From an optimization exercise on the open Yosys and OpenROAD flow, aimed at small area, a short achievable clock period and few clock cycles per item; shortcuts taken in it are not production practice. Where RTL was checked, it was by simulation tests only, not by an equivalence proof against the original.

Design SNN, start of the top module:
module SNN(
	input            clk,
	input            rst_n,
	input            in_valid,
	input [7:0]      img,
	input [7:0]      ker,
	input [7:0]      weight,
	output reg       out_valid,
	output reg [9:0] out_data
);
integer k;
reg        v0;
reg  [2:0] col, row;
reg        im;
reg  [7:0] win [0:12];           
always @(posedge clk or negedge rst_n) begin
	if (!rst_n) v0 <= 1'b0;
	else        v0 <= in_valid;
end
always @(posedge clk) begin
	win[0] <= img;
	for (k = 1; k < 13; k = k + 1) win[k] <= win[k-1];
end
always @(posedge clk or negedge rst_n) begin
	if (!rst_n) begin
		col <= 3'd0; row <= 3'd0; im <= 1'b0;
	end else if (v0) begin
		if (col == 3'd5) begin
			col <= 3'd0;
			if (row == 3'd5) begin
				row <= 3'd0;
				im  <= ~im;
			end else begin
				row <= row + 3'd1;
			end
		end else begin
			col <= col + 3'd1;
		end
	end
end
reg  [7:0] kr [0:8];
reg  [7:0] wr [0:3];
wire [3:0] w0_idx = row[0] ? {1'b0, col} + 4'd6 : {1'b0, col};
wire       w0_ok  = !im && (row[2:1] == 2'b00);
reg  [8:0] ld_sel;
always @(*) begin
	for (k = 0; k < 9; k = k + 1)
		ld_sel[k] = (k == 0) ? !v0 : (v0 && w0_ok && w0_idx == k - 1);
end
always @(posedge clk) begin
	for (k = 0; k < 9; k = k + 1)
		if (in_valid && ld_sel[k]) kr[k] <= ker;
	for (k = 0; k < 4; k = k + 1)
		if (in_valid && ld_sel[k]) wr[k] <= weight;
end
wire [17:0] a_s, a_c;
wire [18:0] b_s, b_c;
  ...
Size: ~3300 cells after synthesis, roughly 530 flip-flops, roughly 38 I/O pins, ~40000 sq um of cells after synthesis.
Settings: LEC_CHECK=0, ABC_CLOCK_PERIOD_IN_PS=4000, CAP_MARGIN=20, CORE_MARGIN=2, CORE_UTILIZATION=40, CTS_CLUSTER_DIAMETER=80, CTS_CLUSTER_SIZE=25, SLEW_MARGIN=20, SYNTH_HIERARCHICAL=1, SYNTH_MINIMUM_KEEP_SIZE=0; clock period 16.0 ns.
standard.sh (not shown) runs the stock make flow with config.mk's settings and CLKGATE_MAP_FILE= SYNTH_SCRIPT=/design/flow/synth_recipe.tcl, a recipe that flattens the netlist after the stock synthesis.
==> flow/flow/run.sh <==
#!/bin/bash
# Standard ORFS layout (the standard.sh, unchanged synthesis and
# clock tree), with repair_timing aiming for 11.7 ns of setup margin at
# the design's 16 ns clock, and the port buffers given buf_2 cells.
set -euo pipefail
bash standard.sh SETUP_SLACK_MARGIN=11.7 "BUFFER_PORTS_ARGS=-buffer_cell sky130_fd_sc_hd__buf_2" finish > standard_flow.log 2>&1
Testbench counts at the start, summed over its fixed seeds: cycles 25,920, items 320.
Rerun with:
--- a/flow/design.v
+++ b/flow/design.v
@@ -5,24 +5,27 @@
 	input [7:0]      img,
 	input [7:0]      ker,
 	input [7:0]      weight,
 	output reg       out_valid,
 	output reg [9:0] out_data
 );
 integer k;
 reg        v0;
+reg  [7:0] ker_r, wt_r;
 reg  [2:0] col, row;
 reg        im;
 reg  [7:0] win [0:12];           
 always @(posedge clk or negedge rst_n) begin
 	if (!rst_n) v0 <= 1'b0;
 	else        v0 <= in_valid;
 end
 always @(posedge clk) begin
+	ker_r  <= ker;
+	wt_r   <= weight;
 	win[0] <= img;
 	for (k = 1; k < 13; k = k + 1) win[k] <= win[k-1];
 end
 always @(posedge clk or negedge rst_n) begin
 	if (!rst_n) begin
 		col <= 3'd0; row <= 3'd0; im <= 1'b0;
 	end else if (v0) begin
 		if (col == 3'd5) begin
@@ -35,28 +38,23 @@
 			end
 		end else begin
 			col <= col + 3'd1;
 		end
 	end
 end
 reg  [7:0] kr [0:8];
 reg  [7:0] wr [0:3];
-wire [3:0] w0_idx = row[0] ? {1'b0, col} + 4'd6 : {1'b0, col};
-wire       w0_ok  = !im && (row[2:1] == 2'b00);
-reg  [8:0] ld_sel;
-always @(*) begin
-	for (k = 0; k < 9; k = k + 1)
-		ld_sel[k] = (k == 0) ? !v0 : (v0 && w0_ok && w0_idx == k - 1);
-end
+wire       ld_ok  = v0 && !im && (row[2:1] == 2'b00);
+wire [3:0] ld_idx = row[0] ? {1'b0, col} + 4'd6 : {1'b0, col};
 always @(posedge clk) begin
 	for (k = 0; k < 9; k = k + 1)
-		if (in_valid && ld_sel[k]) kr[k] <= ker;
+		if (ld_ok && ld_idx == k) kr[k] <= ker_r;
 	for (k = 0; k < 4; k = k + 1)
-		if (in_valid && ld_sel[k]) wr[k] <= weight;
+		if (ld_ok && ld_idx == k) wr[k] <= wt_r;
 end
 wire [17:0] a_s, a_c;
 wire [18:0] b_s, b_c;
 wire [19:0] c_s, c_c;
 reg  [17:0] ra_s, ra_c;
 reg  [18:0] rb_s, rb_c;
 reg  [19:0] rc_s, rc_c;
 csa_conv_a u_a(.k0(kr[0]), .x0(win[12]), .k1(kr[1]), .x1(win[11]), .k2(kr[2]), .x2(win[10]),
Outcome: The new run finished with timing, DRC and antenna clean; wire length increases by 3.9%; first-iteration DRC count increases by 13%; cell count increases by 3.2%; maximum frequency increases by 2.9%; synthesized cell count increases by 2.3%; sequential share of layout area increases by 0.31 points.
For the second run of this note, only the layout was checked, not whether the RTL still works.

== old ==
SNN, a different RTL version from the one above (not shown whole).
For scale: roughly 3500 cells after synthesis, ~38 I/O pins, roughly 43000 um2 of cells after synthesis.
## SNN
module SNN(
	input            clk,
	input            rst_n,
	input            in_valid,
	input [7:0]      img,
	input [7:0]      ker,
	input [7:0]      weight,
	output reg       out_valid,
	output reg [9:0] out_data
);
==> flow/config.mk <==
export PLATFORM = sky130hd
export DESIGN_NAME = SNN
export DESIGN_NICKNAME = SNN
export VERILOG_FILES = /design/flow/design.v
export SDC_FILE = /design/flow/constraint.sdc
export NUM_CORES = 4
export LEC_CHECK = 0
export ABC_CLOCK_PERIOD_IN_PS = 4000
export CAP_MARGIN = 20
export CORE_MARGIN = 2
export CORE_UTILIZATION = 40
export CTS_CLUSTER_DIAMETER = 80
export CTS_CLUSTER_SIZE = 25
export SLEW_MARGIN = 20
export SYNTH_HIERARCHICAL = 1
export SYNTH_MINIMUM_KEEP_SIZE = 0
==> flow/constraint.sdc <==
create_clock -name core_clock -period 16.0 [get_ports {clk}]
set_input_delay 3.2000 -clock core_clock [delete_from_list [all_inputs] [get_ports {clk}]]
set_output_delay 3.2000 -clock core_clock [all_outputs]
set_load 0.01 [all_outputs]
Scripts as last shown in full above: flow/flow/run.sh
For new, these inputs were changed with respect to old:
diff --git a/flow/design.v b/flow/design.v
--- a/flow/design.v
+++ b/flow/design.v
@@ -7,23 +7,20 @@
 	input [7:0]      weight,
 	output reg       out_valid,
 	output reg [9:0] out_data
 );
 integer k;
 reg        v0;
-reg  [7:0] ker_r, wt_r;
 reg  [2:0] col, row;
 reg        im;
 reg  [7:0] win [0:10];           
 always @(posedge clk or negedge rst_n) begin
 	if (!rst_n) v0 <= 1'b0;
 	else        v0 <= in_valid;
 end
 always @(posedge clk) begin
-	ker_r  <= ker;
-	wt_r   <= weight;
 	win[0] <= img;
 	for (k = 1; k < 11; k = k + 1) win[k] <= win[k-1];
 end
 always @(posedge clk or negedge rst_n) begin
 	if (!rst_n) begin
 		col <= 3'd0; row <= 3'd0; im <= 1'b0;
@@ -40,19 +37,24 @@
 			col <= col + 3'd1;
 		end
 	end
 end
 reg  [7:0] kr [0:8];
 reg  [7:0] wr [0:3];
-wire       ld_ok  = v0 && !im && (row[2:1] == 2'b00);
-wire [3:0] ld_idx = row[0] ? {1'b0, col} + 4'd6 : {1'b0, col};
+wire [3:0] w0_idx = row[0] ? {1'b0, col} + 4'd6 : {1'b0, col};
+wire       w0_ok  = !im && (row[2:1] == 2'b00);
+reg  [8:0] ld_sel;
+always @(*) begin
+	for (k = 0; k < 9; k = k + 1)
+		ld_sel[k] = (k == 0) ? !v0 : (v0 && w0_ok && w0_idx == k - 1);
+end
 always @(posedge clk) begin
 	for (k = 0; k < 9; k = k + 1)
-		if (ld_ok && ld_idx == k) kr[k] <= ker_r;
+		if (in_valid && ld_sel[k]) kr[k] <= ker;
 	for (k = 0; k < 4; k = k + 1)
-		if (ld_ok && ld_idx == k) wr[k] <= wt_r;
+		if (in_valid && ld_sel[k]) wr[k] <= weight;
 end
 wire [16:0] s1_s, s1_c;
 wire [17:0] s2_s, s2_c;
 wire [18:0] s3_s, s3_c;
 wire [18:0] s4_s, s4_c;
 wire [19:0] s5_s, s5_c;
### Flow results
The flow did not stop early for old: all stages ran, and the layout cleared the timing, DRC and antenna checks.
new reached the end of the flow, and the finished layout is clean on the timing, DRC and antenna checks.
Re area growth from synthesis to layout: new is 0.58 points up on old.
On post-route fraction of the period consumed by the critical path, old and new are basically level.
Per the comparison of new with old, post-placement setup slack lower; post-synthesis instance area fell by about 1.3%; non-clock buffer count went up; number of well taps lower; actual transition at the worst max-transition pin -0.16 ns.
Per the comparison of new with old, global routing usage on met1 shows no meaningful change, detailed placement HPWL shows a reduction of about 2.4%, proportion of synthesized area in mux cells stayed essentially flat, count of clock-buffer cells in the layout shrank by 2.1%.
No run of this note included a check of the RTL's function; only the layout flow was run.

## port drivers added, routing unchanged
How much do the figures lean on ideal ports? The routed layouts below were timed once more, with nothing changed but the port constraints. Step 1: set_driving_cell puts a clkbuf_16 on clk and a buf_2 on each other input, an assumption about the parent block. Step 2 also shifts input and output timing later by t, the mid clock arrival at the registers, as if the neighbouring blocks saw the same clock. Three values: ideal, step 1, step 2; two values: the first two.
run | shift t [ns] | slack for setup (ns) | hold slack, ns | worst setup path after step 2 | cell pins on the clock port's net
the first run of note 1 | 0.668 | 11.599 / 11.599 / 11.140 | 0.322 / 0.322 / 0.322 | input to register | 1
the second run of note 1 | 0.651 | 11.724 / 11.657 / 11.729 | 0.321 / 0.321 / 0.321 | register to register | 1
old | 0.673 | 11.680 / 11.611 / 11.875 | 0.330 / 0.330 / 0.330 | register to register | 1
new | 0.658 | 11.696 / 11.629 / 11.131 | 0.332 / 0.332 / 0.332 | input to register | 1
After both steps every run listed still meets setup and hold. For new, which loses most, drivers alone change the setup slack by -0.067 ns; drivers and shift together by -0.565 ns.
